Source: an optimization exercise on an open RTL-to-GDS flow (aim: small area, a short achievable clock period and few clock cycles per item). Production flows keep margins and buffers that such runs may drop. Function was checked by simulation only, so behaviour that the tests miss may differ from the original.

### flow/config.mk
export PLATFORM = sky130hd
export DESIGN_NAME = R_CORDIC_Unit
export DESIGN_NICKNAME = R_CORDIC_Unit
export VERILOG_FILES = /design/flow/design.v
export SDC_FILE = /design/flow/constraint.sdc
export NUM_CORES = 4
export LEC_CHECK = 0
export CAP_MARGIN = 20
export CORE_MARGIN = 2
export CORE_UTILIZATION = 60
export CTS_BUF_LIST = sky130_fd_sc_hd__clkbuf_8
export PLACE_DENSITY = 0.7
export SLEW_MARGIN = 20
### flow/constraint.sdc
create_clock -name core_clock -period 10.0 [get_ports {clk}]
set_input_delay 2.0000 -clock core_clock [delete_from_list [all_inputs] [get_ports {clk}]]
set_output_delay 2.0000 -clock core_clock [all_outputs]
set_load 0.01 [all_outputs]
### flow/design.v
module LUT (
    input      [14:0] step,     
    output reg [31:0] value
);
    always @(*) begin
        value = 32'h0;
        if (step[0]) value = value | 32'h2D000000;
        if (step[1]) value = value | 32'h1A90F0F5;
        if (step[2]) value = value | 32'h0E0926A5;
        if (step[3]) value = value | 32'h072023D0;
        if (step[4]) value = value | 32'h03937ABF;
        if (step[5]) value = value | 32'h01C95CAD;
        if (step[6]) value = value | 32'h00E492E5;
        if (step[7]) value = value | 32'h00722D16;
        if (step[8]) value = value | 32'h00391D3F;
        if (step[9]) value = value | 32'h001CC3DD;
        if (step[10]) value = value | 32'h000E2487;
        if (step[11]) value = value | 32'h00072290;
        if (step[12]) value = value | 32'h0003917C;
        if (step[13]) value = value | 32'h0001E66E;
        if (step[14]) value = value | 32'h0000E557;
    end
endmodule
module add_sk (input [31:0] a, input [31:0] b, input cin, output [31:0] s);
  wire [31:0] p = a ^ b;
  wire [31:0] g0 = a & b;
  wire gc0 = g0[0] | (p[0] & cin);
  wire g_0_1 = g0[1] | (p[1] & gc0);
  wire p_0_1 = p[1] & p[0];
  wire g_0_3 = g0[3] | (p[3] & g0[2]);
  wire p_0_3 = p[3] & p[2];
  wire g_0_5 = g0[5] | (p[5] & g0[4]);
  wire p_0_5 = p[5] & p[4];
  wire g_0_7 = g0[7] | (p[7] & g0[6]);
  wire p_0_7 = p[7] & p[6];
  wire g_0_9 = g0[9] | (p[9] & g0[8]);
  wire p_0_9 = p[9] & p[8];
  wire g_0_11 = g0[11] | (p[11] & g0[10]);
  wire p_0_11 = p[11] & p[10];
  wire g_0_13 = g0[13] | (p[13] & g0[12]);
  wire p_0_13 = p[13] & p[12];
  wire g_0_15 = g0[15] | (p[15] & g0[14]);
  wire p_0_15 = p[15] & p[14];
  wire g_0_17 = g0[17] | (p[17] & g0[16]);
  wire p_0_17 = p[17] & p[16];
  wire g_0_19 = g0[19] | (p[19] & g0[18]);
  wire p_0_19 = p[19] & p[18];
  wire g_0_21 = g0[21] | (p[21] & g0[20]);
  wire p_0_21 = p[21] & p[20];
  wire g_0_23 = g0[23] | (p[23] & g0[22]);
  wire p_0_23 = p[23] & p[22];
  wire g_0_25 = g0[25] | (p[25] & g0[24]);
  wire p_0_25 = p[25] & p[24];
  wire g_0_27 = g0[27] | (p[27] & g0[26]);
  wire p_0_27 = p[27] & p[26];
  wire g_0_29 = g0[29] | (p[29] & g0[28]);
  wire p_0_29 = p[29] & p[28];
  wire g_0_31 = g0[31] | (p[31] & g0[30]);
  wire p_0_31 = p[31] & p[30];
  wire g_1_2 = g0[2] | (p[2] & g_0_1);
  wire p_1_2 = p[2] & p_0_1;
  wire g_1_3 = g_0_3 | (p_0_3 & g_0_1);
  wire p_1_3 = p_0_3 & p_0_1;
  wire g_1_6 = g0[6] | (p[6] & g_0_5);
  wire p_1_6 = p[6] & p_0_5;
  wire g_1_7 = g_0_7 | (p_0_7 & g_0_5);
  wire p_1_7 = p_0_7 & p_0_5;
  wire g_1_10 = g0[10] | (p[10] & g_0_9);
  wire p_1_10 = p[10] & p_0_9;
  wire g_1_11 = g_0_11 | (p_0_11 & g_0_9);
  wire p_1_11 = p_0_11 & p_0_9;
  wire g_1_14 = g0[14] | (p[14] & g_0_13);
  wire p_1_14 = p[14] & p_0_13;
  wire g_1_15 = g_0_15 | (p_0_15 & g_0_13);
  wire p_1_15 = p_0_15 & p_0_13;
  wire g_1_18 = g0[18] | (p[18] & g_0_17);
  wire p_1_18 = p[18] & p_0_17;
  wire g_1_19 = g_0_19 | (p_0_19 & g_0_17);
  wire p_1_19 = p_0_19 & p_0_17;
  wire g_1_22 = g0[22] | (p[22] & g_0_21);
  wire p_1_22 = p[22] & p_0_21;
  wire g_1_23 = g_0_23 | (p_0_23 & g_0_21);
  wire p_1_23 = p_0_23 & p_0_21;
  wire g_1_26 = g0[26] | (p[26] & g_0_25);
  wire p_1_26 = p[26] & p_0_25;
  wire g_1_27 = g_0_27 | (p_0_27 & g_0_25);
  wire p_1_27 = p_0_27 & p_0_25;
  wire g_1_30 = g0[30] | (p[30] & g_0_29);
  wire p_1_30 = p[30] & p_0_29;
  wire g_1_31 = g_0_31 | (p_0_31 & g_0_29);
  wire p_1_31 = p_0_31 & p_0_29;
  wire g_2_4 = g0[4] | (p[4] & g_1_3);
  wire p_2_4 = p[4] & p_1_3;
  wire g_2_5 = g_0_5 | (p_0_5 & g_1_3);
  wire p_2_5 = p_0_5 & p_1_3;
  wire g_2_6 = g_1_6 | (p_1_6 & g_1_3);
  wire p_2_6 = p_1_6 & p_1_3;
  wire g_2_7 = g_1_7 | (p_1_7 & g_1_3);
  wire p_2_7 = p_1_7 & p_1_3;
  wire g_2_12 = g0[12] | (p[12] & g_1_11);
  wire p_2_12 = p[12] & p_1_11;
  wire g_2_13 = g_0_13 | (p_0_13 & g_1_11);
  wire p_2_13 = p_0_13 & p_1_11;
  wire g_2_14 = g_1_14 | (p_1_14 & g_1_11);
  wire p_2_14 = p_1_14 & p_1_11;
  wire g_2_15 = g_1_15 | (p_1_15 & g_1_11);
  wire p_2_15 = p_1_15 & p_1_11;
  wire g_2_20 = g0[20] | (p[20] & g_1_19);
  wire p_2_20 = p[20] & p_1_19;
  wire g_2_21 = g_0_21 | (p_0_21 & g_1_19);
  wire p_2_21 = p_0_21 & p_1_19;
  wire g_2_22 = g_1_22 | (p_1_22 & g_1_19);
  wire p_2_22 = p_1_22 & p_1_19;
  wire g_2_23 = g_1_23 | (p_1_23 & g_1_19);
  wire p_2_23 = p_1_23 & p_1_19;
  wire g_2_28 = g0[28] | (p[28] & g_1_27);
  wire p_2_28 = p[28] & p_1_27;
  wire g_2_29 = g_0_29 | (p_0_29 & g_1_27);
  wire p_2_29 = p_0_29 & p_1_27;
  wire g_2_30 = g_1_30 | (p_1_30 & g_1_27);
  wire p_2_30 = p_1_30 & p_1_27;
  wire g_2_31 = g_1_31 | (p_1_31 & g_1_27);
  wire p_2_31 = p_1_31 & p_1_27;
  wire g_3_8 = g0[8] | (p[8] & g_2_7);
  wire p_3_8 = p[8] & p_2_7;
  wire g_3_9 = g_0_9 | (p_0_9 & g_2_7);
  wire p_3_9 = p_0_9 & p_2_7;
  wire g_3_10 = g_1_10 | (p_1_10 & g_2_7);
  wire p_3_10 = p_1_10 & p_2_7;
  wire g_3_11 = g_1_11 | (p_1_11 & g_2_7);
  wire p_3_11 = p_1_11 & p_2_7;
  wire g_3_12 = g_2_12 | (p_2_12 & g_2_7);
  wire p_3_12 = p_2_12 & p_2_7;
  wire g_3_13 = g_2_13 | (p_2_13 & g_2_7);
  wire p_3_13 = p_2_13 & p_2_7;
  wire g_3_14 = g_2_14 | (p_2_14 & g_2_7);
  wire p_3_14 = p_2_14 & p_2_7;
  wire g_3_15 = g_2_15 | (p_2_15 & g_2_7);
  wire p_3_15 = p_2_15 & p_2_7;
  wire g_3_24 = g0[24] | (p[24] & g_2_23);
  wire p_3_24 = p[24] & p_2_23;
  wire g_3_25 = g_0_25 | (p_0_25 & g_2_23);
  wire p_3_25 = p_0_25 & p_2_23;
  wire g_3_26 = g_1_26 | (p_1_26 & g_2_23);
  wire p_3_26 = p_1_26 & p_2_23;
  wire g_3_27 = g_1_27 | (p_1_27 & g_2_23);
  wire p_3_27 = p_1_27 & p_2_23;
  wire g_3_28 = g_2_28 | (p_2_28 & g_2_23);
  wire p_3_28 = p_2_28 & p_2_23;
  wire g_3_29 = g_2_29 | (p_2_29 & g_2_23);
  wire p_3_29 = p_2_29 & p_2_23;
  wire g_3_30 = g_2_30 | (p_2_30 & g_2_23);
  wire p_3_30 = p_2_30 & p_2_23;
  wire g_3_31 = g_2_31 | (p_2_31 & g_2_23);
  wire p_3_31 = p_2_31 & p_2_23;
  wire g_4_16 = g0[16] | (p[16] & g_3_15);
  wire p_4_16 = p[16] & p_3_15;
  wire g_4_17 = g_0_17 | (p_0_17 & g_3_15);
  wire p_4_17 = p_0_17 & p_3_15;
  wire g_4_18 = g_1_18 | (p_1_18 & g_3_15);
  wire p_4_18 = p_1_18 & p_3_15;
  wire g_4_19 = g_1_19 | (p_1_19 & g_3_15);
  wire p_4_19 = p_1_19 & p_3_15;
  wire g_4_20 = g_2_20 | (p_2_20 & g_3_15);
  wire p_4_20 = p_2_20 & p_3_15;
  wire g_4_21 = g_2_21 | (p_2_21 & g_3_15);
  wire p_4_21 = p_2_21 & p_3_15;
  wire g_4_22 = g_2_22 | (p_2_22 & g_3_15);
  wire p_4_22 = p_2_22 & p_3_15;
  wire g_4_23 = g_2_23 | (p_2_23 & g_3_15);
  wire p_4_23 = p_2_23 & p_3_15;
  wire g_4_24 = g_3_24 | (p_3_24 & g_3_15);
  wire p_4_24 = p_3_24 & p_3_15;
  wire g_4_25 = g_3_25 | (p_3_25 & g_3_15);
  wire p_4_25 = p_3_25 & p_3_15;
  wire g_4_26 = g_3_26 | (p_3_26 & g_3_15);
  wire p_4_26 = p_3_26 & p_3_15;
  wire g_4_27 = g_3_27 | (p_3_27 & g_3_15);
  wire p_4_27 = p_3_27 & p_3_15;
  wire g_4_28 = g_3_28 | (p_3_28 & g_3_15);
  wire p_4_28 = p_3_28 & p_3_15;
  wire g_4_29 = g_3_29 | (p_3_29 & g_3_15);
  wire p_4_29 = p_3_29 & p_3_15;
  wire g_4_30 = g_3_30 | (p_3_30 & g_3_15);
  wire p_4_30 = p_3_30 & p_3_15;
  wire g_4_31 = g_3_31 | (p_3_31 & g_3_15);
  wire p_4_31 = p_3_31 & p_3_15;
  assign s = p ^ {g_4_30, g_4_29, g_4_28, g_4_27, g_4_26, g_4_25, g_4_24, g_4_23, g_4_22, g_4_21, g_4_20, g_4_19, g_4_18, g_4_17, g_4_16, g_3_15, g_3_14, g_3_13, g_3_12, g_3_11, g_3_10, g_3_9, g_3_8, g_2_7, g_2_6, g_2_5, g_2_4, g_1_3, g_1_2, g_0_1, gc0, cin};
endmodule
module rsh (
    input  [31:0] d,
    input  [3:0]  lo,
    input  [3:0]  hi,
    output [31:0] q
);
    wire [46:0] de = {{15{d[31]}}, d};
    wire [43:0] t;
    genvar j;
    generate
        for (j = 0; j < 44; j = j + 1) begin : s1
            assign t[j] = (lo[0] & de[j]) | (lo[1] & de[j + 1]) |
                          (lo[2] & de[j + 2]) | (lo[3] & de[j + 3]);
        end
        for (j = 0; j < 32; j = j + 1) begin : s2
            assign q[j] = (hi[0] & t[j]) | (hi[1] & t[j + 4]) |
                          (hi[2] & t[j + 8]) | (hi[3] & t[j + 12]);
        end
    endgenerate
endmodule
module R_CORDIC (
    input  [31:0] x,
    output [31:0] s,
    output [31:0] c,
    output [4:0]  cin       
);
    wire w1 = x[31] ^ ~x[27];
    wire w2 = x[31] & ~x[27];
    wire w3 = ~x[28] ^ x[24];
    wire w4 = ~x[28] & x[24];
    wire w5 = ~x[29] ^ x[25];
    wire w6 = ~x[29] & x[25];
    wire w7 = ~x[30] ^ x[26];
    wire w8 = ~x[30] & x[26];
    wire w9 = ~x[15] ^ ~x[11];
    wire w10 = ~x[15] & ~x[11];
    wire w11 = ~x[16] ^ ~x[12];
    wire w12 = ~x[16] & ~x[12];
    wire w13 = ~x[17] ^ ~x[13];
    wire w14 = ~x[17] & ~x[13];
    wire w15 = ~x[18] ^ ~x[14] ^ x[10];
    wire w16 = (~x[18] & ~x[14]) | (~x[18] & x[10]) | (~x[14] & x[10]);
    wire w17 = x[8] ^ ~x[6];
    wire w18 = x[8] & ~x[6];
    wire w19 = ~x[19] ^ ~x[15] ^ x[11];
    wire w20 = (~x[19] & ~x[15]) | (~x[19] & x[11]) | (~x[15] & x[11]);
    wire w21 = x[9] ^ ~x[7];
    wire w22 = x[9] & ~x[7];
    wire w23 = ~x[20] ^ ~x[16] ^ x[12];
    wire w24 = (~x[20] & ~x[16]) | (~x[20] & x[12]) | (~x[16] & x[12]);
    wire w25 = x[10] ^ ~x[8];
    wire w26 = x[10] & ~x[8];
    wire w27 = ~x[21] ^ ~x[17] ^ x[13];
    wire w28 = (~x[21] & ~x[17]) | (~x[21] & x[13]) | (~x[17] & x[13]);
    wire w29 = x[11] ^ ~x[9] ^ ~x[6];
    wire w30 = (x[11] & ~x[9]) | (x[11] & ~x[6]) | (~x[9] & ~x[6]);
    wire w31 = ~x[22] ^ ~x[18] ^ x[14];
    wire w32 = (~x[22] & ~x[18]) | (~x[22] & x[14]) | (~x[18] & x[14]);
    wire w33 = x[12] ^ ~x[10] ^ ~x[7];
    wire w34 = (x[12] & ~x[10]) | (x[12] & ~x[7]) | (~x[10] & ~x[7]);
    wire w35 = ~x[23] ^ ~x[19] ^ x[15];
    wire w36 = (~x[23] & ~x[19]) | (~x[23] & x[15]) | (~x[19] & x[15]);
    wire w37 = x[13] ^ ~x[11] ^ ~x[8];
    wire w38 = (x[13] & ~x[11]) | (x[13] & ~x[8]) | (~x[11] & ~x[8]);
    wire w39 = ~x[5] ^ x[2];
    wire w40 = ~x[5] & x[2];
    wire w41 = ~x[24] ^ ~x[20] ^ x[16];
    wire w42 = (~x[24] & ~x[20]) | (~x[24] & x[16]) | (~x[20] & x[16]);
    wire w43 = x[14] ^ ~x[12] ^ ~x[9];
    wire w44 = (x[14] & ~x[12]) | (x[14] & ~x[9]) | (~x[12] & ~x[9]);
    wire w45 = ~x[6] ^ x[3] ^ x[1];
    wire w46 = (~x[6] & x[3]) | (~x[6] & x[1]) | (x[3] & x[1]);
    wire w47 = ~x[25] ^ ~x[21] ^ x[17];
    wire w48 = (~x[25] & ~x[21]) | (~x[25] & x[17]) | (~x[21] & x[17]);
    wire w49 = x[15] ^ ~x[13] ^ ~x[10];
    wire w50 = (x[15] & ~x[13]) | (x[15] & ~x[10]) | (~x[13] & ~x[10]);
    wire w51 = ~x[7] ^ x[4] ^ x[2];
    wire w52 = (~x[7] & x[4]) | (~x[7] & x[2]) | (x[4] & x[2]);
    wire w53 = ~x[26] ^ ~x[22] ^ x[18];
    wire w54 = (~x[26] & ~x[22]) | (~x[26] & x[18]) | (~x[22] & x[18]);
    wire w55 = x[16] ^ ~x[14] ^ ~x[11];
    wire w56 = (x[16] & ~x[14]) | (x[16] & ~x[11]) | (~x[14] & ~x[11]);
    wire w57 = ~x[8] ^ x[5] ^ x[3];
    wire w58 = (~x[8] & x[5]) | (~x[8] & x[3]) | (x[5] & x[3]);
    wire w59 = ~x[27] ^ ~x[23] ^ x[19];
    wire w60 = (~x[27] & ~x[23]) | (~x[27] & x[19]) | (~x[23] & x[19]);
    wire w61 = x[17] ^ ~x[15] ^ ~x[12];
    wire w62 = (x[17] & ~x[15]) | (x[17] & ~x[12]) | (~x[15] & ~x[12]);
    wire w63 = ~x[9] ^ x[6] ^ x[4];
    wire w64 = (~x[9] & x[6]) | (~x[9] & x[4]) | (x[6] & x[4]);
    wire w65 = ~x[28] ^ ~x[24] ^ x[20];
    wire w66 = (~x[28] & ~x[24]) | (~x[28] & x[20]) | (~x[24] & x[20]);
    wire w67 = x[18] ^ ~x[16] ^ ~x[13];
    wire w68 = (x[18] & ~x[16]) | (x[18] & ~x[13]) | (~x[16] & ~x[13]);
    wire w69 = ~x[10] ^ x[7] ^ x[5];
    wire w70 = (~x[10] & x[7]) | (~x[10] & x[5]) | (x[7] & x[5]);
    wire w71 = ~x[29] ^ ~x[25] ^ x[21];
    wire w72 = (~x[29] & ~x[25]) | (~x[29] & x[21]) | (~x[25] & x[21]);
    wire w73 = x[19] ^ ~x[17] ^ ~x[14];
    wire w74 = (x[19] & ~x[17]) | (x[19] & ~x[14]) | (~x[17] & ~x[14]);
    wire w75 = ~x[11] ^ x[8] ^ x[6];
    wire w76 = (~x[11] & x[8]) | (~x[11] & x[6]) | (x[8] & x[6]);
    wire w77 = ~x[30] ^ ~x[26] ^ x[22];
    wire w78 = (~x[30] & ~x[26]) | (~x[30] & x[22]) | (~x[26] & x[22]);
    wire w79 = x[20] ^ ~x[18] ^ ~x[15];
    wire w80 = (x[20] & ~x[18]) | (x[20] & ~x[15]) | (~x[18] & ~x[15]);
    wire w81 = ~x[12] ^ x[9] ^ x[7];
    wire w82 = (~x[12] & x[9]) | (~x[12] & x[7]) | (x[9] & x[7]);
    wire w83 = w1 ^ x[23] ^ x[21];
    wire w84 = (w1 & x[23]) | (w1 & x[21]) | (x[23] & x[21]);
    wire w85 = ~x[19] ^ ~x[16] ^ ~x[13];
    wire w86 = (~x[19] & ~x[16]) | (~x[19] & ~x[13]) | (~x[16] & ~x[13]);
    wire w87 = x[10] ^ x[8] ^ 1'b1;
    wire w88 = (x[10] & x[8]) | (x[10] & 1'b1) | (x[8] & 1'b1);
    wire w89 = w3 ^ x[22] ^ ~x[20];
    wire w90 = (w3 & x[22]) | (w3 & ~x[20]) | (x[22] & ~x[20]);
    wire w91 = ~x[17] ^ ~x[14] ^ x[11];
    wire w92 = (~x[17] & ~x[14]) | (~x[17] & x[11]) | (~x[14] & x[11]);
    wire w93 = x[9] ^ 1'b1 ^ w2;
    wire w94 = (x[9] & 1'b1) | (x[9] & w2) | (1'b1 & w2);
    wire w95 = w5 ^ x[23] ^ ~x[21];
    wire w96 = (w5 & x[23]) | (w5 & ~x[21]) | (x[23] & ~x[21]);
    wire w97 = ~x[18] ^ ~x[15] ^ x[12];
    wire w98 = (~x[18] & ~x[15]) | (~x[18] & x[12]) | (~x[15] & x[12]);
    wire w99 = x[10] ^ 1'b1 ^ w4;
    wire w100 = (x[10] & 1'b1) | (x[10] & w4) | (1'b1 & w4);
    wire w101 = w7 ^ x[24] ^ ~x[22];
    wire w102 = (w7 & x[24]) | (w7 & ~x[22]) | (x[24] & ~x[22]);
    wire w103 = ~x[19] ^ ~x[16] ^ x[13];
    wire w104 = (~x[19] & ~x[16]) | (~x[19] & x[13]) | (~x[16] & x[13]);
    wire w105 = x[11] ^ 1'b1 ^ w6;
    wire w106 = (x[11] & 1'b1) | (x[11] & w6) | (1'b1 & w6);
    wire w107 = x[31] ^ x[27] ^ x[25];
    wire w108 = (x[31] & x[27]) | (x[31] & x[25]) | (x[27] & x[25]);
    wire w109 = ~x[23] ^ ~x[20] ^ ~x[17];
    wire w110 = (~x[23] & ~x[20]) | (~x[23] & ~x[17]) | (~x[20] & ~x[17]);
    wire w111 = x[14] ^ x[12] ^ w8;
    wire w112 = (x[14] & x[12]) | (x[14] & w8) | (x[12] & w8);
    wire w113 = x[28] ^ x[26] ^ ~x[24];
    wire w114 = (x[28] & x[26]) | (x[28] & ~x[24]) | (x[26] & ~x[24]);
    wire w115 = ~x[21] ^ ~x[18] ^ x[15];
    wire w116 = (~x[21] & ~x[18]) | (~x[21] & x[15]) | (~x[18] & x[15]);
    wire w117 = x[13] ^ 1'b1;
    wire w118 = x[13] & 1'b1;
    wire w119 = x[29] ^ x[27] ^ ~x[25];
    wire w120 = (x[29] & x[27]) | (x[29] & ~x[25]) | (x[27] & ~x[25]);
    wire w121 = ~x[22] ^ ~x[19] ^ x[16];
    wire w122 = (~x[22] & ~x[19]) | (~x[22] & x[16]) | (~x[19] & x[16]);
    wire w123 = x[14] ^ 1'b1;
    wire w124 = x[14] & 1'b1;
    wire w125 = x[30] ^ x[28] ^ ~x[26];
    wire w126 = (x[30] & x[28]) | (x[30] & ~x[26]) | (x[28] & ~x[26]);
    wire w127 = ~x[23] ^ ~x[20] ^ x[17];
    wire w128 = (~x[23] & ~x[20]) | (~x[23] & x[17]) | (~x[20] & x[17]);
    wire w129 = x[15] ^ 1'b1;
    wire w130 = x[15] & 1'b1;
    wire w131 = ~x[31] ^ x[29] ^ ~x[27];
    wire w132 = (~x[31] & x[29]) | (~x[31] & ~x[27]) | (x[29] & ~x[27]);
    wire w133 = ~x[24] ^ ~x[21] ^ x[18];
    wire w134 = (~x[24] & ~x[21]) | (~x[24] & x[18]) | (~x[21] & x[18]);
    wire w135 = x[30] ^ ~x[28] ^ ~x[25];
    wire w136 = (x[30] & ~x[28]) | (x[30] & ~x[25]) | (~x[28] & ~x[25]);
    wire w137 = ~x[22] ^ x[19];
    wire w138 = ~x[22] & x[19];
    wire w139 = ~x[31] ^ ~x[29] ^ ~x[26];
    wire w140 = (~x[31] & ~x[29]) | (~x[31] & ~x[26]) | (~x[29] & ~x[26]);
    wire w141 = ~x[30] ^ ~x[27];
    wire w142 = ~x[30] & ~x[27];
    wire w143 = ~x[12] ^ ~x[8] ^ x[4];
    wire w144 = (~x[12] & ~x[8]) | (~x[12] & x[4]) | (~x[8] & x[4]);
    wire w145 = ~x[13] ^ ~x[9] ^ x[5];
    wire w146 = (~x[13] & ~x[9]) | (~x[13] & x[5]) | (~x[9] & x[5]);
    wire w147 = ~x[14] ^ ~x[10] ^ x[6];
    wire w148 = (~x[14] & ~x[10]) | (~x[14] & x[6]) | (~x[10] & x[6]);
    wire w149 = w9 ^ x[7] ^ x[5];
    wire w150 = (w9 & x[7]) | (w9 & x[5]) | (x[7] & x[5]);
    wire w151 = ~x[3] ^ ~x[0];
    wire w152 = ~x[3] & ~x[0];
    wire w153 = w11 ^ x[8] ^ x[6];
    wire w154 = (w11 & x[8]) | (w11 & x[6]) | (x[8] & x[6]);
    wire w155 = ~x[4] ^ ~x[1] ^ w10;
    wire w156 = (~x[4] & ~x[1]) | (~x[4] & w10) | (~x[1] & w10);
    wire w157 = w13 ^ x[9] ^ x[7];
    wire w158 = (w13 & x[9]) | (w13 & x[7]) | (x[9] & x[7]);
    wire w159 = ~x[5] ^ ~x[2] ^ w12;
    wire w160 = (~x[5] & ~x[2]) | (~x[5] & w12) | (~x[2] & w12);
    wire w161 = w15 ^ w17 ^ ~x[3];
    wire w162 = (w15 & w17) | (w15 & ~x[3]) | (w17 & ~x[3]);
    wire w163 = ~x[0] ^ 1'b1 ^ w14;
    wire w164 = (~x[0] & 1'b1) | (~x[0] & w14) | (1'b1 & w14);
    wire w165 = w19 ^ w21 ^ ~x[4];
    wire w166 = (w19 & w21) | (w19 & ~x[4]) | (w21 & ~x[4]);
    wire w167 = ~x[1] ^ w16 ^ w18;
    wire w168 = (~x[1] & w16) | (~x[1] & w18) | (w16 & w18);
    wire w169 = w23 ^ w25 ^ ~x[5];
    wire w170 = (w23 & w25) | (w23 & ~x[5]) | (w25 & ~x[5]);
    wire w171 = ~x[2] ^ w20 ^ w22;
    wire w172 = (~x[2] & w20) | (~x[2] & w22) | (w20 & w22);
    wire w173 = w27 ^ w29 ^ ~x[3];
    wire w174 = (w27 & w29) | (w27 & ~x[3]) | (w29 & ~x[3]);
    wire w175 = x[0] ^ w24 ^ w26;
    wire w176 = (x[0] & w24) | (x[0] & w26) | (w24 & w26);
    wire w177 = w31 ^ w33 ^ ~x[4];
    wire w178 = (w31 & w33) | (w31 & ~x[4]) | (w33 & ~x[4]);
    wire w179 = x[1] ^ w28 ^ w30;
    wire w180 = (x[1] & w28) | (x[1] & w30) | (w28 & w30);
    wire w181 = w35 ^ w37 ^ w39;
    wire w182 = (w35 & w37) | (w35 & w39) | (w37 & w39);
    wire w183 = x[0] ^ w32 ^ w34;
    wire w184 = (x[0] & w32) | (x[0] & w34) | (w32 & w34);
    wire w185 = w41 ^ w43 ^ w45;
    wire w186 = (w41 & w43) | (w41 & w45) | (w43 & w45);
    wire w187 = w36 ^ w38 ^ w40;
    wire w188 = (w36 & w38) | (w36 & w40) | (w38 & w40);
    wire w189 = w47 ^ w49 ^ w51;
    wire w190 = (w47 & w49) | (w47 & w51) | (w49 & w51);
    wire w191 = w42 ^ w44 ^ w46;
    wire w192 = (w42 & w44) | (w42 & w46) | (w44 & w46);
    wire w193 = w53 ^ w55 ^ w57;
    wire w194 = (w53 & w55) | (w53 & w57) | (w55 & w57);
    wire w195 = w48 ^ w50 ^ w52;
    wire w196 = (w48 & w50) | (w48 & w52) | (w50 & w52);
    wire w197 = w59 ^ w61 ^ w63;
    wire w198 = (w59 & w61) | (w59 & w63) | (w61 & w63);
    wire w199 = w54 ^ w56 ^ w58;
    wire w200 = (w54 & w56) | (w54 & w58) | (w56 & w58);
    wire w201 = w65 ^ w67 ^ w69;
    wire w202 = (w65 & w67) | (w65 & w69) | (w67 & w69);
    wire w203 = w60 ^ w62 ^ w64;
    wire w204 = (w60 & w62) | (w60 & w64) | (w62 & w64);
    wire w205 = w71 ^ w73 ^ w75;
    wire w206 = (w71 & w73) | (w71 & w75) | (w73 & w75);
    wire w207 = w66 ^ w68 ^ w70;
    wire w208 = (w66 & w68) | (w66 & w70) | (w68 & w70);
    wire w209 = w77 ^ w79 ^ w81;
    wire w210 = (w77 & w79) | (w77 & w81) | (w79 & w81);
    wire w211 = w72 ^ w74 ^ w76;
    wire w212 = (w72 & w74) | (w72 & w76) | (w74 & w76);
    wire w213 = w83 ^ w85 ^ w87;
    wire w214 = (w83 & w85) | (w83 & w87) | (w85 & w87);
    wire w215 = w78 ^ w80 ^ w82;
    wire w216 = (w78 & w80) | (w78 & w82) | (w80 & w82);
    wire w217 = w89 ^ w91 ^ w93;
    wire w218 = (w89 & w91) | (w89 & w93) | (w91 & w93);
    wire w219 = w84 ^ w86 ^ w88;
    wire w220 = (w84 & w86) | (w84 & w88) | (w86 & w88);
    wire w221 = w95 ^ w97 ^ w99;
    wire w222 = (w95 & w97) | (w95 & w99) | (w97 & w99);
    wire w223 = w90 ^ w92 ^ w94;
    wire w224 = (w90 & w92) | (w90 & w94) | (w92 & w94);
    wire w225 = w101 ^ w103 ^ w105;
    wire w226 = (w101 & w103) | (w101 & w105) | (w103 & w105);
    wire w227 = w96 ^ w98 ^ w100;
    wire w228 = (w96 & w98) | (w96 & w100) | (w98 & w100);
    wire w229 = w107 ^ w109 ^ w111;
    wire w230 = (w107 & w109) | (w107 & w111) | (w109 & w111);
    wire w231 = w102 ^ w104 ^ w106;
    wire w232 = (w102 & w104) | (w102 & w106) | (w104 & w106);
    wire w233 = w113 ^ w115 ^ w117;
    wire w234 = (w113 & w115) | (w113 & w117) | (w115 & w117);
    wire w235 = w108 ^ w110 ^ w112;
    wire w236 = (w108 & w110) | (w108 & w112) | (w110 & w112);
    wire w237 = w119 ^ w121 ^ w123;
    wire w238 = (w119 & w121) | (w119 & w123) | (w121 & w123);
    wire w239 = w114 ^ w116 ^ w118;
    wire w240 = (w114 & w116) | (w114 & w118) | (w116 & w118);
    wire w241 = w125 ^ w127 ^ w129;
    wire w242 = (w125 & w127) | (w125 & w129) | (w127 & w129);
    wire w243 = w120 ^ w122 ^ w124;
    wire w244 = (w120 & w122) | (w120 & w124) | (w122 & w124);
    wire w245 = w131 ^ w133 ^ x[16];
    wire w246 = (w131 & w133) | (w131 & x[16]) | (w133 & x[16]);
    wire w247 = w126 ^ w128 ^ w130;
    wire w248 = (w126 & w128) | (w126 & w130) | (w128 & w130);
    wire w249 = w135 ^ w137 ^ x[17];
    wire w250 = (w135 & w137) | (w135 & x[17]) | (w137 & x[17]);
    wire w251 = 1'b1 ^ w132 ^ w134;
    wire w252 = (1'b1 & w132) | (1'b1 & w134) | (w132 & w134);
    wire w253 = w139 ^ ~x[23] ^ x[20];
    wire w254 = (w139 & ~x[23]) | (w139 & x[20]) | (~x[23] & x[20]);
    wire w255 = x[18] ^ w136 ^ w138;
    wire w256 = (x[18] & w136) | (x[18] & w138) | (w136 & w138);
    wire w257 = w141 ^ ~x[24] ^ x[21];
    wire w258 = (w141 & ~x[24]) | (w141 & x[21]) | (~x[24] & x[21]);
    wire w259 = x[19] ^ 1'b1 ^ w140;
    wire w260 = (x[19] & 1'b1) | (x[19] & w140) | (1'b1 & w140);
    wire w261 = x[31] ^ ~x[28] ^ ~x[25];
    wire w262 = (x[31] & ~x[28]) | (x[31] & ~x[25]) | (~x[28] & ~x[25]);
    wire w263 = x[22] ^ x[20] ^ w142;
    wire w264 = (x[22] & x[20]) | (x[22] & w142) | (x[20] & w142);
    wire w265 = ~x[29] ^ ~x[26] ^ x[23];
    wire w266 = (~x[29] & ~x[26]) | (~x[29] & x[23]) | (~x[26] & x[23]);
    wire w267 = x[21] ^ 1'b1;
    wire w268 = x[21] & 1'b1;
    wire w269 = ~x[30] ^ ~x[27] ^ x[24];
    wire w270 = (~x[30] & ~x[27]) | (~x[30] & x[24]) | (~x[27] & x[24]);
    wire w271 = x[22] ^ 1'b1;
    wire w272 = x[22] & 1'b1;
    wire w273 = x[31] ^ ~x[28] ^ x[25];
    wire w274 = (x[31] & ~x[28]) | (x[31] & x[25]) | (~x[28] & x[25]);
    wire w275 = ~x[29] ^ x[26];
    wire w276 = ~x[29] & x[26];
    wire w277 = ~x[30] ^ x[27];
    wire w278 = ~x[30] & x[27];
    wire w279 = ~x[10] ^ ~x[6];
    wire w280 = ~x[10] & ~x[6];
    wire w281 = ~x[11] ^ ~x[7] ^ x[3];
    wire w282 = (~x[11] & ~x[7]) | (~x[11] & x[3]) | (~x[7] & x[3]);
    wire w283 = w143 ^ x[2] ^ ~x[0];
    wire w284 = (w143 & x[2]) | (w143 & ~x[0]) | (x[2] & ~x[0]);
    wire w285 = w145 ^ x[3] ^ ~x[1];
    wire w286 = (w145 & x[3]) | (w145 & ~x[1]) | (x[3] & ~x[1]);
    wire w287 = w147 ^ x[4] ^ ~x[2];
    wire w288 = (w147 & x[4]) | (w147 & ~x[2]) | (x[4] & ~x[2]);
    wire w289 = w149 ^ w151 ^ 1'b1;
    wire w290 = (w149 & w151) | (w149 & 1'b1) | (w151 & 1'b1);
    wire w291 = w153 ^ w155 ^ w150;
    wire w292 = (w153 & w155) | (w153 & w150) | (w155 & w150);
    wire w293 = w157 ^ w159 ^ w154;
    wire w294 = (w157 & w159) | (w157 & w154) | (w159 & w154);
    wire w295 = w161 ^ w163 ^ w158;
    wire w296 = (w161 & w163) | (w161 & w158) | (w163 & w158);
    wire w297 = w165 ^ w167 ^ w162;
    wire w298 = (w165 & w167) | (w165 & w162) | (w167 & w162);
    wire w299 = w169 ^ w171 ^ w166;
    wire w300 = (w169 & w171) | (w169 & w166) | (w171 & w166);
    wire w301 = w173 ^ w175 ^ w170;
    wire w302 = (w173 & w175) | (w173 & w170) | (w175 & w170);
    wire w303 = w177 ^ w179 ^ w174;
    wire w304 = (w177 & w179) | (w177 & w174) | (w179 & w174);
    wire w305 = w181 ^ w183 ^ w178;
    wire w306 = (w181 & w183) | (w181 & w178) | (w183 & w178);
    wire w307 = w185 ^ w187 ^ w182;
    wire w308 = (w185 & w187) | (w185 & w182) | (w187 & w182);
    wire w309 = w189 ^ w191 ^ w186;
    wire w310 = (w189 & w191) | (w189 & w186) | (w191 & w186);
    wire w311 = w193 ^ w195 ^ w190;
    wire w312 = (w193 & w195) | (w193 & w190) | (w195 & w190);
    wire w313 = w197 ^ w199 ^ w194;
    wire w314 = (w197 & w199) | (w197 & w194) | (w199 & w194);
    wire w315 = w201 ^ w203 ^ w198;
    wire w316 = (w201 & w203) | (w201 & w198) | (w203 & w198);
    wire w317 = w205 ^ w207 ^ w202;
    wire w318 = (w205 & w207) | (w205 & w202) | (w207 & w202);
    wire w319 = w209 ^ w211 ^ w206;
    wire w320 = (w209 & w211) | (w209 & w206) | (w211 & w206);
    wire w321 = w213 ^ w215 ^ w210;
    wire w322 = (w213 & w215) | (w213 & w210) | (w215 & w210);
    wire w323 = w217 ^ w219 ^ w214;
    wire w324 = (w217 & w219) | (w217 & w214) | (w219 & w214);
    wire w325 = w221 ^ w223 ^ w218;
    wire w326 = (w221 & w223) | (w221 & w218) | (w223 & w218);
    wire w327 = w225 ^ w227 ^ w222;
    wire w328 = (w225 & w227) | (w225 & w222) | (w227 & w222);
    wire w329 = w229 ^ w231 ^ w226;
    wire w330 = (w229 & w231) | (w229 & w226) | (w231 & w226);
    wire w331 = w233 ^ w235 ^ w230;
    wire w332 = (w233 & w235) | (w233 & w230) | (w235 & w230);
    wire w333 = w237 ^ w239 ^ w234;
    wire w334 = (w237 & w239) | (w237 & w234) | (w239 & w234);
    wire w335 = w241 ^ w243 ^ w238;
    wire w336 = (w241 & w243) | (w241 & w238) | (w243 & w238);
    wire w337 = w245 ^ w247 ^ w242;
    wire w338 = (w245 & w247) | (w245 & w242) | (w247 & w242);
    wire w339 = w249 ^ w251 ^ w246;
    wire w340 = (w249 & w251) | (w249 & w246) | (w251 & w246);
    wire w341 = w253 ^ w255 ^ w250;
    wire w342 = (w253 & w255) | (w253 & w250) | (w255 & w250);
    wire w343 = w257 ^ w259 ^ w254;
    wire w344 = (w257 & w259) | (w257 & w254) | (w259 & w254);
    wire w345 = w261 ^ w263 ^ w258;
    wire w346 = (w261 & w263) | (w261 & w258) | (w263 & w258);
    wire w347 = w265 ^ w267 ^ w262;
    wire w348 = (w265 & w267) | (w265 & w262) | (w267 & w262);
    wire w349 = w269 ^ w271 ^ w266;
    wire w350 = (w269 & w271) | (w269 & w266) | (w271 & w266);
    wire w351 = w273 ^ x[23] ^ w270;
    wire w352 = (w273 & x[23]) | (w273 & w270) | (x[23] & w270);
    wire w353 = w275 ^ x[24] ^ 1'b1;
    wire w354 = (w275 & x[24]) | (w275 & 1'b1) | (x[24] & 1'b1);
    wire w355 = w277 ^ x[25] ^ 1'b1;
    wire w356 = (w277 & x[25]) | (w277 & 1'b1) | (x[25] & 1'b1);
    wire w357 = x[31] ^ x[28] ^ x[26];
    wire w358 = (x[31] & x[28]) | (x[31] & x[26]) | (x[28] & x[26]);
    wire w359 = x[29] ^ x[27];
    wire w360 = x[29] & x[27];
    wire w361 = x[30] ^ x[28];
    wire w362 = x[30] & x[28];
    wire w363 = ~x[4] ^ ~x[0];
    wire w364 = ~x[4] & ~x[0];
    wire w365 = ~x[5] ^ ~x[1];
    wire w366 = ~x[5] & ~x[1];
    wire w367 = ~x[6] ^ ~x[2];
    wire w368 = ~x[6] & ~x[2];
    wire w369 = ~x[7] ^ ~x[3];
    wire w370 = ~x[7] & ~x[3];
    wire w371 = ~x[8] ^ ~x[4] ^ x[0];
    wire w372 = (~x[8] & ~x[4]) | (~x[8] & x[0]) | (~x[4] & x[0]);
    wire w373 = ~x[9] ^ ~x[5] ^ x[1];
    wire w374 = (~x[9] & ~x[5]) | (~x[9] & x[1]) | (~x[5] & x[1]);
    wire w375 = w279 ^ x[2] ^ x[0];
    wire w376 = (w279 & x[2]) | (w279 & x[0]) | (x[2] & x[0]);
    wire w377 = w281 ^ x[1] ^ w280;
    wire w378 = (w281 & x[1]) | (w281 & w280) | (x[1] & w280);
    wire w379 = w283 ^ 1'b1 ^ w282;
    wire w380 = (w283 & 1'b1) | (w283 & w282) | (1'b1 & w282);
    wire w381 = w285 ^ w144 ^ w284;
    wire w382 = (w285 & w144) | (w285 & w284) | (w144 & w284);
    wire w383 = w287 ^ w146 ^ w286;
    wire w384 = (w287 & w146) | (w287 & w286) | (w146 & w286);
    wire w385 = w289 ^ w148 ^ w288;
    wire w386 = (w289 & w148) | (w289 & w288) | (w148 & w288);
    wire w387 = w291 ^ w152 ^ w290;
    wire w388 = (w291 & w152) | (w291 & w290) | (w152 & w290);
    wire w389 = w293 ^ w156 ^ w292;
    wire w390 = (w293 & w156) | (w293 & w292) | (w156 & w292);
    wire w391 = w295 ^ w160 ^ w294;
    wire w392 = (w295 & w160) | (w295 & w294) | (w160 & w294);
    wire w393 = w297 ^ w164 ^ w296;
    wire w394 = (w297 & w164) | (w297 & w296) | (w164 & w296);
    wire w395 = w299 ^ w168 ^ w298;
    wire w396 = (w299 & w168) | (w299 & w298) | (w168 & w298);
    wire w397 = w301 ^ w172 ^ w300;
    wire w398 = (w301 & w172) | (w301 & w300) | (w172 & w300);
    wire w399 = w303 ^ w176 ^ w302;
    wire w400 = (w303 & w176) | (w303 & w302) | (w176 & w302);
    wire w401 = w305 ^ w180 ^ w304;
    wire w402 = (w305 & w180) | (w305 & w304) | (w180 & w304);
    wire w403 = w307 ^ w184 ^ w306;
    wire w404 = (w307 & w184) | (w307 & w306) | (w184 & w306);
    wire w405 = w309 ^ w188 ^ w308;
    wire w406 = (w309 & w188) | (w309 & w308) | (w188 & w308);
    wire w407 = w311 ^ w192 ^ w310;
    wire w408 = (w311 & w192) | (w311 & w310) | (w192 & w310);
    wire w409 = w313 ^ w196 ^ w312;
    wire w410 = (w313 & w196) | (w313 & w312) | (w196 & w312);
    wire w411 = w315 ^ w200 ^ w314;
    wire w412 = (w315 & w200) | (w315 & w314) | (w200 & w314);
    wire w413 = w317 ^ w204 ^ w316;
    wire w414 = (w317 & w204) | (w317 & w316) | (w204 & w316);
    wire w415 = w319 ^ w208 ^ w318;
    wire w416 = (w319 & w208) | (w319 & w318) | (w208 & w318);
    wire w417 = w321 ^ w212 ^ w320;
    wire w418 = (w321 & w212) | (w321 & w320) | (w212 & w320);
    wire w419 = w323 ^ w216 ^ w322;
    wire w420 = (w323 & w216) | (w323 & w322) | (w216 & w322);
    wire w421 = w325 ^ w220 ^ w324;
    wire w422 = (w325 & w220) | (w325 & w324) | (w220 & w324);
    wire w423 = w327 ^ w224 ^ w326;
    wire w424 = (w327 & w224) | (w327 & w326) | (w224 & w326);
    wire w425 = w329 ^ w228 ^ w328;
    wire w426 = (w329 & w228) | (w329 & w328) | (w228 & w328);
    wire w427 = w331 ^ w232 ^ w330;
    wire w428 = (w331 & w232) | (w331 & w330) | (w232 & w330);
    wire w429 = w333 ^ w236 ^ w332;
    wire w430 = (w333 & w236) | (w333 & w332) | (w236 & w332);
    wire w431 = w335 ^ w240 ^ w334;
    wire w432 = (w335 & w240) | (w335 & w334) | (w240 & w334);
    wire w433 = w337 ^ w244 ^ w336;
    wire w434 = (w337 & w244) | (w337 & w336) | (w244 & w336);
    wire w435 = w339 ^ w248 ^ w338;
    wire w436 = (w339 & w248) | (w339 & w338) | (w248 & w338);
    wire w437 = w341 ^ w252 ^ w340;
    wire w438 = (w341 & w252) | (w341 & w340) | (w252 & w340);
    wire w439 = w343 ^ w256 ^ w342;
    wire w440 = (w343 & w256) | (w343 & w342) | (w256 & w342);
    wire w441 = w345 ^ w260 ^ w344;
    wire w442 = (w345 & w260) | (w345 & w344) | (w260 & w344);
    wire w443 = w347 ^ w264 ^ w346;
    wire w444 = (w347 & w264) | (w347 & w346) | (w264 & w346);
    wire w445 = w349 ^ w268 ^ w348;
    wire w446 = (w349 & w268) | (w349 & w348) | (w268 & w348);
    wire w447 = w351 ^ w272 ^ w350;
    wire w448 = (w351 & w272) | (w351 & w350) | (w272 & w350);
    wire w449 = w353 ^ w274 ^ w352;
    wire w450 = (w353 & w274) | (w353 & w352) | (w274 & w352);
    wire w451 = w355 ^ w276 ^ w354;
    wire w452 = (w355 & w276) | (w355 & w354) | (w276 & w354);
    wire w453 = w357 ^ w278 ^ w356;
    wire w454 = (w357 & w278) | (w357 & w356) | (w278 & w356);
    wire w455 = w359 ^ 1'b1 ^ w358;
    wire w456 = (w359 & 1'b1) | (w359 & w358) | (1'b1 & w358);
    wire w457 = w361 ^ 1'b1 ^ w360;
    wire w458 = (w361 & 1'b1) | (w361 & w360) | (1'b1 & w360);
    wire w459 = ~x[31] ^ x[29] ^ w362;
    wire w460 = (~x[31] & x[29]) | (~x[31] & w362) | (x[29] & w362);
    wire w461 = x[30] ^ 1'b1;
    wire w462 = x[30] & 1'b1;
    wire [23:0] la = {w401, w399, w397, w395, w393, w391, w389, w387, w385, w383, w381, w379, w377, w375, w373, w371, w369, w367, w365, w363, ~x[3], ~x[2], ~x[1], ~x[0]};
    wire [23:0] lb = {w400, w398, w396, w394, w392, w390, w388, w386, w384, w382, w380, w378, w376, w374, w372, w370, w368, w366, w364, 1'b1, 1'b0, 1'b0, 1'b0, 1'b1};
    wire [23:0] lg = la & lb;
    wire [23:0] lp = la | lb;
    wire cg1 = lg[1] | (lp[1] & lg[0]);
    wire cp1 = lp[1] & lp[0];
    wire cg2 = lg[3] | (lp[3] & lg[2]);
    wire cp2 = lp[3] & lp[2];
    wire cg3 = lg[5] | (lp[5] & lg[4]);
    wire cp3 = lp[5] & lp[4];
    wire cg4 = lg[7] | (lp[7] & lg[6]);
    wire cp4 = lp[7] & lp[6];
    wire cg5 = cg2 | (cp2 & cg1);
    wire cp5 = cp2 & cp1;
    wire cg6 = cg4 | (cp4 & cg3);
    wire cp6 = cp4 & cp3;
    wire cg7 = cg6 | (cp6 & cg5);
    wire cp7 = cp6 & cp5;
    wire cg8 = lg[9] | (lp[9] & lg[8]);
    wire cp8 = lp[9] & lp[8];
    wire cg9 = lg[11] | (lp[11] & lg[10]);
    wire cp9 = lp[11] & lp[10];
    wire cg10 = lg[13] | (lp[13] & lg[12]);
    wire cp10 = lp[13] & lp[12];
    wire cg11 = lg[15] | (lp[15] & lg[14]);
    wire cp11 = lp[15] & lp[14];
    wire cg12 = cg9 | (cp9 & cg8);
    wire cp12 = cp9 & cp8;
    wire cg13 = cg11 | (cp11 & cg10);
    wire cp13 = cp11 & cp10;
    wire cg14 = cg13 | (cp13 & cg12);
    wire cp14 = cp13 & cp12;
    wire cg15 = lg[17] | (lp[17] & lg[16]);
    wire cp15 = lp[17] & lp[16];
    wire cg16 = lg[19] | (lp[19] & lg[18]);
    wire cp16 = lp[19] & lp[18];
    wire cg17 = lg[21] | (lp[21] & lg[20]);
    wire cp17 = lp[21] & lp[20];
    wire cg18 = lg[23] | (lp[23] & lg[22]);
    wire cp18 = lp[23] & lp[22];
    wire cg19 = cg16 | (cp16 & cg15);
    wire cp19 = cp16 & cp15;
    wire cg20 = cg18 | (cp18 & cg17);
    wire cp20 = cp18 & cp17;
    wire cg21 = cg20 | (cp20 & cg19);
    wire cp21 = cp20 & cp19;
    assign cin = {cg21, cp21, cg14, cp14, cg7};
    assign s = {1'b1, ~x[31], w461, w459, w457, w455, w453, w451, w449, w447, w445, w443, w441, w439, w437, w435, w433, w431, w429, w427, w425, w423, w421, w419, w417, w415, w413, w411, w409, w407, w405, w403};
    assign c = {1'b0, w462, w460, w458, w456, w454, w452, w450, w448, w446, w444, w442, w440, w438, w436, w434, w432, w430, w428, w426, w424, w422, w420, w418, w416, w414, w412, w410, w408, w406, w404, w402};
endmodule
module R_CORDIC_Unit (
    input signed [31:0]      i_data_1,
    input signed [31:0]      i_data_2,
    input signed [31:0]      angle,
    input                    en,
    input                    rst,
    input                    clk,
    output signed [31:0]     o_data_1,
    output signed [31:0]     o_data_2,
    output                   done_flag
);
    reg        busy, done;
    reg signed [31:0] bx, by, ba;
    reg        [4:0]  bc;          
    reg        [3:0]  sxl, sxh;    
    reg        [3:0]  syl, syh;    
    reg        [17:0] oh;          
    reg               fin;     
    reg               hold;    
    reg               sgx;     
    reg               sgy_n;   
    reg               sga_n;   
    wire m1 = oh[15];
    wire m2 = oh[16];
    wire m3 = oh[17];
    wire        fin_n  = !en && busy && (m1 || m2);
    wire        hold_n = !en && busy && m2;
    wire [3:0]  nl = en ? 4'd1 : {oh[2] | oh[6] | oh[10],
                                  oh[1] | oh[5] | oh[9]  | oh[13],
                                  oh[0] | oh[4] | oh[8]  | oh[12],
                                  oh[3] | oh[7] | oh[11]};
    wire [3:0]  nh = en ? 4'd1 : {oh[11] | oh[12] | oh[13],
                                  oh[7]  | oh[8]  | oh[9]  | oh[10],
                                  oh[3]  | oh[4]  | oh[5]  | oh[6],
                                  oh[0]  | oh[1]  | oh[2]};
    wire [31:0] t;
    LUT lut (.step(oh[14:0]), .value(t));
    wire c24  = bc[4] | (bc[3] & (bc[2] | (bc[1] & bc[0])));
    wire cinx = sgx | (fin & c24);
    wire [31:0] sx, sy;
    rsh rsh_x (.d(bx), .lo(sxl), .hi(sxh), .q(sx));
    rsh rsh_y (.d(by), .lo(syl), .hi(syh), .q(sy));
    wire [31:0] nx, ny, na;
    add_sk add_x (.a(bx), .b(sy ^ {32{sgx}}),   .cin(cinx),  .s(nx));
    add_sk add_y (.a(by), .b(sx ^ {32{sgy_n}}), .cin(sgy_n), .s(ny));
    add_sk add_a (.a(ba), .b(t  ^ {32{sga_n}}), .cin(sga_n), .s(na));
    wire [31:0] ks, kc;
    wire [4:0]  kci;
    R_CORDIC gain (.x(ba), .s(ks), .c(kc), .cin(kci));
    wire [31:0] ba_n = en ? angle : m1 ? by : (m2 || oh[14]) ? nx : na;
    wire        sg_n = en ? angle[31] : na[31];
    always @(posedge clk or posedge rst) begin
        if (rst) begin
            busy <= 1'b0;
            done <= 1'b0;
        end else begin
            done <= busy && m3;
            if (en)
                busy <= 1'b1;
            else if (m3)
                busy <= 1'b0;
        end
    end
    always @(posedge clk) begin
        bc    <= kci;
        fin   <= fin_n;
        hold  <= hold_n;
        sxl   <= nl;
        sxh   <= nh;
        syl   <= fin_n ? 4'd1 : nl;
        syh   <= fin_n ? 4'd1 : nh;
        oh    <= en ? 18'd1 : oh << 1;
        sgx   <= sg_n & ~fin_n;
        sgy_n <= ~sg_n;
        sga_n <= ~(sg_n | hold_n);
        ba    <= ba_n;
        if (en) begin
            bx <= i_data_1;
            by <= i_data_2;
        end else if (m1 | m2) begin
            bx <= ks;
            by <= kc;
        end else begin
            bx <= nx;
            by <= ny;
        end
    end
    assign o_data_1  = ba;
    assign o_data_2  = bx;
    assign done_flag = done;
endmodule
### flow/flow/run.sh
#!/bin/bash
set -euo pipefail
export BUFFER_PORTS_ARGS="-buffer_cell sky130_fd_sc_hd__buf_1"
export SETUP_SLACK_MARGIN=5.75
bash standard.sh > standard.log 2>&1
### flow/standard.sh
#!/bin/bash
# synth_recipe.tcl (not shown) runs the flow's synth.tcl, then flattens the netlist and writes it again
# the make line also repeats each setting of config.mk as NAME=value (left out here)
make -C /OpenROAD-flow-scripts/flow DESIGN_CONFIG=/design/flow/config.mk WORK_HOME=/design/flow/orfs CLKGATE_MAP_FILE= SYNTH_SCRIPT=/design/flow/synth_recipe.tcl "${@:-finish}"
==> results of run 1 <==
[cells by family after synthesis]
group	after synthesis	share of synthesized area
compound gates	590	0.231
xor+xnor	167	0.0821
fa+ha+maj	345	0.327
buf+inv	341	0.0746
flops	141	0.159
mux	24	0.0137
simple gates	451	0.112
[state kept, by name, summed over array words and instances, names as in the netlist]
register and count:
ba 32, bx 32, by 32, oh 18
bc 5, sxh 4, sxl 4, syh 4
syl 4, busy 1, done 1, fin 1
sga_n 1, sgx 1, sgy_n 1
[worst max-delay path, cell delays in order (launching register included)]
cell	delay (ns)
sky130_fd_sc_hd__dfxtp_4	0.36
sky130_fd_sc_hd__or3_4	0.39
sky130_fd_sc_hd__or3_4	0.37
sky130_fd_sc_hd__or4b_4	0.51
sky130_fd_sc_hd__xor2_2	0.18
sky130_fd_sc_hd__ha_1	0.29
sky130_fd_sc_hd__nor2b_1	0.17
sky130_fd_sc_hd__o2111ai_2	0.19
sky130_fd_sc_hd__a21o_1	0.23
sky130_fd_sc_hd__nand2_2	0.08
sky130_fd_sc_hd__o221a_2	0.26
sky130_fd_sc_hd__or2_4	0.26
sky130_fd_sc_hd__fa_2	0.52
sky130_fd_sc_hd__nand2_1	0.05
sky130_fd_sc_hd__o211ai_1	0.09
sky130_fd_sc_hd__o21ai_1	0.09
sky130_fd_sc_hd__o21ai_0	0.16
[Yosys cell counts (4+ instances only)]
master,n
sky130_fd_sc_hd__o21ai_0,96
sky130_fd_sc_hd__a22o_1,29
sky130_fd_sc_hd__buf_4,6
sky130_fd_sc_hd__o21a_1,15
sky130_fd_sc_hd__a21oi_1,120
sky130_fd_sc_hd__and2_1,5
sky130_fd_sc_hd__o21bai_1,10
sky130_fd_sc_hd__a221oi_1,33
sky130_fd_sc_hd__inv_1,226
sky130_fd_sc_hd__xor2_1,55
sky130_fd_sc_hd__fa_1,205
sky130_fd_sc_hd__mux2i_1,21
sky130_fd_sc_hd__xnor2_1,112
sky130_fd_sc_hd__and3_1,5
sky130_fd_sc_hd__clkbuf_1,96
sky130_fd_sc_hd__a31oi_1,7
sky130_fd_sc_hd__dfxtp_1,139
sky130_fd_sc_hd__o22ai_1,13
sky130_fd_sc_hd__or2_2,4
sky130_fd_sc_hd__nor2_1,110
sky130_fd_sc_hd__nor4_1,11
sky130_fd_sc_hd__buf_1,10
sky130_fd_sc_hd__a21o_1,29
sky130_fd_sc_hd__a21boi_0,4
sky130_fd_sc_hd__nor3_1,27
sky130_fd_sc_hd__a211oi_1,18
sky130_fd_sc_hd__nand3_1,17
sky130_fd_sc_hd__o211ai_1,11
sky130_fd_sc_hd__nand2_1,214
sky130_fd_sc_hd__ha_1,132
sky130_fd_sc_hd__or4_1,5
sky130_fd_sc_hd__o31ai_1,8
sky130_fd_sc_hd__maj3_1,8
sky130_fd_sc_hd__nor2b_1,23
sky130_fd_sc_hd__o2111ai_1,4
sky130_fd_sc_hd__a22oi_1,140
sky130_fd_sc_hd__a222oi_1,11
sky130_fd_sc_hd__or3_1,12
[how the worst min path moves through the flow]
| stage | start | endpoint | slack, ns |
|---|---|---|---|
| finish | oh[17] | busy | 0.45 |
| global route | oh[17] | busy | 0.47 |
| CTS | oh[17] | busy | 0.45 |
| detailed placement | oh[17] | busy | 0.43 |
| global placement | oh[17] | busy | 0.42 |
| floorplan | oh[17] | busy | 0.40 |
[area by class of cell]
| class | instances | area, µm² | share of cell area |
|---|---|---|---|
| multi-input cells | 1577 | 13900 | 0.705 |
| flip-flops and latches | 141 | 2960 | 0.150 |
| clock inverters | 15 | 181 | 0.00918 |
| clock buffers | 17 | 234 | 0.0118 |
| inverters | 226 | 891 | 0.0451 |
| well taps | 390 | 488 | 0.0247 |
| repair buffers | 217 | 1070 | 0.0539 |
[timing repair]
item	in CTS	in global routing
pin swaps	9	25
gates resized for setup	55	93
setup buffers	20	21
cloned	0	0
endpoints found under the setup margin	55	56
[through the flow]
stage | hold slack, ns | cells
after floorplan | 0.400 | 2059
after global placement | 0.423 | 2510
after detailed placement | 0.435 | 2510
after CTS | 0.451 | 2562
after global routing | 0.469 | 2583
final | 0.449 | 2583
[layer usage]
metal  share of wire  routed length, µm  up-vias
li1                -                  -     7384
met1            0.38              26400     8168
met5               0                  0        -
met3            0.13               9030      262
met2            0.42              29000     1358
met4           0.072               5010        0
==> results.py, run 1 <==
metrics = {
    "placed_design": {
        "finalWeightedCongestion": 1.04,
        "post_place_instance_area_um2": 18600,
        "dp_hpwl_um": 52800,
        "buffer_ports.inserted": 163,
        "preCtsSetupSlack_ns": 5.32,
    },
    "layout": {
        "most_frequent_standard_cell_in_the_layout_excluding_fill_and_tap_cells": "sky130_fd_sc_hd__inv_1",
        "final_cell_mix": "sky130_fd_sc_hd__inv_1, sky130_fd_sc_hd__nand2_1, sky130_fd_sc_hd__fa_1",
        "postLayoutCellArea_um2": 19800,
        "finalCoreUtilization": 0.670,
        "finalNetCount": 2616,
        "ant_cells": 0,
        "layout.filler_cells": 2604,
        "layout-drive-gt1-share": 0.113,
        "syn2layout_area_growth_pct": 10.9,
    },
    "global_route": {
        "global_route.usage.met1": 0.594,
        "initial_antenna_violation_count": 0,
        "globalRouteMet3Util": 0.100,
        "grt.met2_usage": 0.644,
        "first_pass_grt_wire_length_um": 100000,
        "number_of_global_route_vias_before_repair": 16300,
        "grt.total_usage": 0.440,
        "total_congestion_overflow": 0,
        "grt_busiest_layer": "met2",
        "grt_start_max_net_pins": 91,
    },
    "worst_setup_path": {
        "r2r_end": "ba[16]",
        "crit_path_max_fanout": 4,
        "crit_path_start": "oh[1]",
        "data_arrival_time_of_the_critical_path_ns": 4.69,
        "setup.reg_to_reg.worst_slack_ns": 5.75,
        "r2r.worst_path.cells": 16,
        "reg2reg_from": "oh[1]",
        "required_time_of_the_worst_setup_path_ns": 10.44,
        "setup.worst_path.class": "flop to flop",
        "critical_path.endpoint": "ba[16]",
        "critical_path.startpoint_type": "flop",
        "setup.worst_path.end_class": "flop",
    },
    "yosys": {
        "dominantRegCellSynth": "sky130_fd_sc_hd__dfxtp_1",
        "fraction_of_registers_with_async_set_or_reset_after_synthesis": 0.0142,
        "synth.yosys.seq_area_share": 0.159,
        "yosys.area.top_type_share": 0.230,
        "synth-edff-count": 0,
        "synth_top_cell_by_area": "sky130_fd_sc_hd__fa_1",
        "syn-cell-area_um2": 17800,
        "synth.net_count": 2495,
        "yosys_register_bits": 141,
        "synth_warnings": 2,
        "yosysUniqueCellTypes": 82,
        "post_synth_main_area_contributors": "sky130_fd_sc_hd__fa_1, sky130_fd_sc_hd__dfxtp_1, sky130_fd_sc_hd__ha_1",
        "postSynthAreaPerCell_um2": 8.66,
        "netlist_instances": 2059,
    },
    "hold_path": {
        "worstHoldPathCells": 1,
        "worstHoldPathType": "flop to flop",
    },
    "clocking": {
        "post_cts_hold_buffer_count": 0,
        "clock_pin_transition_on_the_worst_setup_and_hold_timing_paths_ns": 0.11,
        "cts_tree": "yes",
        "clk_path_buf_depth": 2,
        "clock_latency_reported_for_the_late_side_of_the_worst_skew_pair_ns": 0.52,
        "tritoncts_num_sinks": 141,
        "tritoncts.num_buffers": 17,
        "cts.root.buffer_cell": "sky130_fd_sc_hd__clkbuf_8",
        "cts-htree-levels": 4,
    },
    "sta": {
        "setup_viol": 0,
        "finalWorstPathRequiredPeriod_ns": 4.25,
        "max_slew_margin": 0.211,
        "fin_setup_tns_ns": 0,
        "final_critical_path_setup_slack_ns": 5.75,
        "finClkSkew_ns": 0.0270,
        "tightestPinTransition_ns": 1.17,
        "layout_worst_path_cycle_share": 0.425,
        "clock.fmax_mhz": 235,
        "drv_slew": 0,
        "hold_violations": 0,
        "grt_setup_unrepaired": "yes",
    },
    "route": {
        "antenna_violating_nets_post_route": 0,
        "post_drt_wl_per_cell_um": 26.9,
        "vias_per_cell": 6.65,
        "detail_route.wirelength_um": 69400,
        "initial_drt_pass_iterations": 9,
        "drc": 0,
        "dr_total_vias": 17200,
        "drt-initial-drc-count": 2486,
    },
    "die": {
        "core_region_area_um2": 29500,
        "design.die.area_um2": 31100,
        "fp.dieH_um": 176,
        "initial_core_util": 0.604,
        "num_io_pins": 164,
        "rows": 63,
        "chipWidth_um": 176,
    },
    "run": {
        "max_cap_viol_count": 0,
    },
    "outcome": {
        "status": "no timing/DRC/antenna violations",
    },
}
Testbench counts, summed over its fixed seeds: cycles 9,736, items 512.
==> run 2, diff against run 1 <==
==> flow/flow/run.sh (replaced) <==
#!/bin/bash
set -euo pipefail
export BUFFER_PORTS_ARGS="-buffer_cell sky130_fd_sc_hd__buf_1"
export SETUP_SLACK_MARGIN=5.5
bash standard.sh > standard.log 2>&1
==> results.py, run 2 <==
metrics = {
    "clocking": {
        "cts-htree-levels": 4,
        "clock_pin_transition_on_the_worst_setup_and_hold_timing_paths_ns": 0.10,
        "post_cts_hold_buffer_count": 0,
        "cts.root.buffer_cell": "sky130_fd_sc_hd__clkbuf_8",
        "cts_tree": "yes",
        "clk_path_buf_depth": 2,
        "tritoncts.num_buffers": 17,
        "tritoncts_num_sinks": 141,
        "clock_latency_reported_for_the_late_side_of_the_worst_skew_pair_ns": 0.52,
    },
    "die": {
        "chipWidth_um": 176,
        "design.die.area_um2": 31100,
        "core_region_area_um2": 29500,
        "rows": 63,
        "fp.dieH_um": 176,
        "initial_core_util": 0.604,
        "num_io_pins": 164,
    },
    "global_route": {
        "number_of_global_route_vias_before_repair": 16200,
        "grt_start_max_net_pins": 91,
        "first_pass_grt_wire_length_um": 99200,
        "grt.total_usage": 0.437,
        "initial_antenna_violation_count": 1,
        "total_congestion_overflow": 0,
    },
    "route": {
        "vias_per_cell": 6.56,
        "drc": 0,
        "dr_total_vias": 17000,
        "antenna_violating_nets_post_route": 0,
        "post_drt_wl_per_cell_um": 26.2,
        "initial_drt_pass_iterations": 8,
        "detail_route.wirelength_um": 67700,
        "drt-initial-drc-count": 2339,
    },
    "sta": {
        "drv_slew": 0,
        "max_slew_margin": 0.336,
        "grt_setup_unrepaired": "yes",
        "tightestPinTransition_ns": 0.996,
        "clock.fmax_mhz": 226,
        "setup_viol": 0,
        "hold_violations": 0,
        "finClkSkew_ns": 0.0188,
        "layout_worst_path_cycle_share": 0.442,
        "fin_setup_tns_ns": 0,
        "finalWorstPathRequiredPeriod_ns": 4.42,
    },
    "yosys": {
        "yosys_register_bits": 141,
        "synth_warnings": 2,
        "yosys.cell_count.top_type": "sky130_fd_sc_hd__inv_1",
        "postSynthAreaPerCell_um2": 8.66,
        "synth_top_cell_by_area": "sky130_fd_sc_hd__fa_1",
        "fraction_of_registers_with_async_set_or_reset_after_synthesis": 0.0142,
        "dominantRegCellSynth": "sky130_fd_sc_hd__dfxtp_1",
        "largest_family_of_logic_cells_by_synthesized_area": "adder cells",
        "synth-edff-count": 0,
        "yosys.area.top_type_share": 0.230,
        "netlist_instances": 2059,
        "yosysUniqueCellTypes": 82,
        "synth_simple_gate_area_share": 0.112,
        "synthAdderAreaFrac": 0.327,
        "synth.net_count": 2495,
        "synth_xor_xnor_area_share": 0.0821,
        "synth_top_cells_by_count": "sky130_fd_sc_hd__inv_1, sky130_fd_sc_hd__nand2_1, sky130_fd_sc_hd__fa_1",
        "synth_compound_gate_area_share": 0.231,
        "synth.yosys.seq_area_share": 0.159,
        "syn-cell-area_um2": 17800,
        "synth_mux_area_frac": 0.0137,
        "post_synth_main_area_contributors": "sky130_fd_sc_hd__fa_1, sky130_fd_sc_hd__dfxtp_1, sky130_fd_sc_hd__ha_1",
    },
    "worst_setup_path": {
        "required_time_of_the_worst_setup_path_ns": 10.41,
        "setup.worst_path.end_class": "flop",
        "setup.worst_path.class": "flop to flop",
        "crit_path_max_fanout": 5,
        "data_arrival_time_of_the_critical_path_ns": 4.83,
        "critical_path.startpoint_type": "flop",
    },
    "layout": {
        "postLayoutCellArea_um2": 19500,
        "syn2layout_area_growth_pct": 9.35,
        "most_frequent_standard_cell_in_the_layout_excluding_fill_and_tap_cells": "sky130_fd_sc_hd__inv_1",
        "layout-drive-gt1-share": 0.0846,
        "biggestRegsByFlops": "ba: 32 flops, bx: 32 flops, by: 32 flops",
        "layout.filler_cells": 2559,
        "final_cell_mix": "sky130_fd_sc_hd__inv_1, sky130_fd_sc_hd__nand2_1, sky130_fd_sc_hd__fa_1",
        "finalNetCount": 2621,
    },
    "placed_design": {
        "finalWeightedCongestion": 1.03,
        "buffer_ports.inserted": 163,
        "dp_hpwl_um": 53000,
        "post_place_instance_area_um2": 18600,
    },
    "run": {
        "max_cap_viol_count": 0,
    },
    "outcome": {
        "status": "no timing/DRC/antenna violations",
    },
    "hold_path": {
        "worstHoldPathType": "flop to flop",
    },
}
-- run 2: cell counts after synthesis --
No cell type changed its count.
-- run 2: per-stage QoR --
step           setup WS, ns  utilization  instances  hold slack [ns]
6_report               5.58        0.661       2589            0.442
4_1_cts                5.45        0.647       2556            0.441
5_1_grt                5.42        0.661       2588            0.460
3_5_place_dp           5.17        0.631       2517            0.426
2_1_floorplan          5.52            -       2059            0.400
3_3_place_gp           5.27        0.631       2517            0.428
-- run 2: worst max-delay path: stages (launching register included) --
cell	delay (ns)
sky130_fd_sc_hd__dfxtp_1	0.56
sky130_fd_sc_hd__clkinvlp_4	0.28
sky130_fd_sc_hd__fa_1	0.60
sky130_fd_sc_hd__inv_1	0.06
sky130_fd_sc_hd__fa_1	0.50
sky130_fd_sc_hd__fa_1	0.51
sky130_fd_sc_hd__maj3_1	0.34
sky130_fd_sc_hd__a21oi_1	0.15
sky130_fd_sc_hd__a21oi_1	0.06
sky130_fd_sc_hd__o21a_1	0.19
sky130_fd_sc_hd__maj3_1	0.36
sky130_fd_sc_hd__maj3_1	0.36
sky130_fd_sc_hd__maj3_1	0.35
-- run 2: cells by family (layout without fill, tap and decap cells) --
kind of cell | after synthesis | after routing
buf+inv | 341 | 480
flops | 141 | 141
other cells | 0 | 1
xor+xnor | 167 | 167
fa+ha+maj | 345 | 345
simple gates | 451 | 451
mux | 24 | 24
compound gates | 590 | 590
-- run 2: routing by layer --
metal,share of wire,track usage
met1,0.39,0.590
met2,0.43,0.653
met5,0,0
met3,0.11,0.0855
met4,0.069,0.259
-- run 2: area by class of cell --
type                    count  area (µm²)  area share
clock buffers              18         248      0.0127
flip-flops and latches    141        2900       0.149
well taps                 390         488      0.0250
inverters                 226         901      0.0462
repair buffers            222        1070      0.0549
multi-input cells        1577       13800       0.707
diodes                      1        2.50    0.000128
clock inverters            14         111     0.00571
-- run 2: what timing repair did --
item | in CTS | in global routing
resized for setup | 19 | 54
endpoints found under the setup margin | 4 | 27
gates cloned | 0 | 0
setup buffers | 7 | 32
hold endpoints to repair | 0 | 0
pin swaps | 0 | 4
-- run 2: worst paths after layout --
kind | slack (ns) | from | to | cells after the start
min in group asynchronous | 1.29 | rst | done | 2
setup reg to reg | 5.58 | ba[7] | bc[4] | 12
hold reg to reg | 0.44 | oh[17] | busy | 1
hold / removal | 0.44 | oh[17] | busy | 1
max in group asynchronous | 8.60 | rst | busy | 2
setup / recovery | 5.58 | ba[7] | bc[4] | 12

==> port drivers added, routing unchanged <==
Ports are ideal in the flow. The routed layouts listed here were re-timed in OpenROAD. Step 1: set_driving_cell puts a clkbuf_16 on clk and a buf_2 on each other input, an assumption about the parent block. Step 2 adds t to the input delays and takes it off the output delays; t is the mean of the earliest and latest rising clock arrival at the registers after step 1. Input paths then give back, and output paths get back, about the clock's delay inside the block. Slacks: no drivers / after step 1 / after step 2; pairs: no drivers / after step 1.
run	t (ns)	slack for setup (ns)	worst setup path after step 2	pins driven straight from the clock port
run 1	0.555	5.754 / 5.754 / 5.611	input to register	1
run 2	0.557	5.578 / 5.578 / 5.578	register to register	1
After both steps setup and hold are still met in every run listed. The setup slack of run 1, which loses most, moves by 0.000 ns with the drivers and by -0.143 ns with both steps.
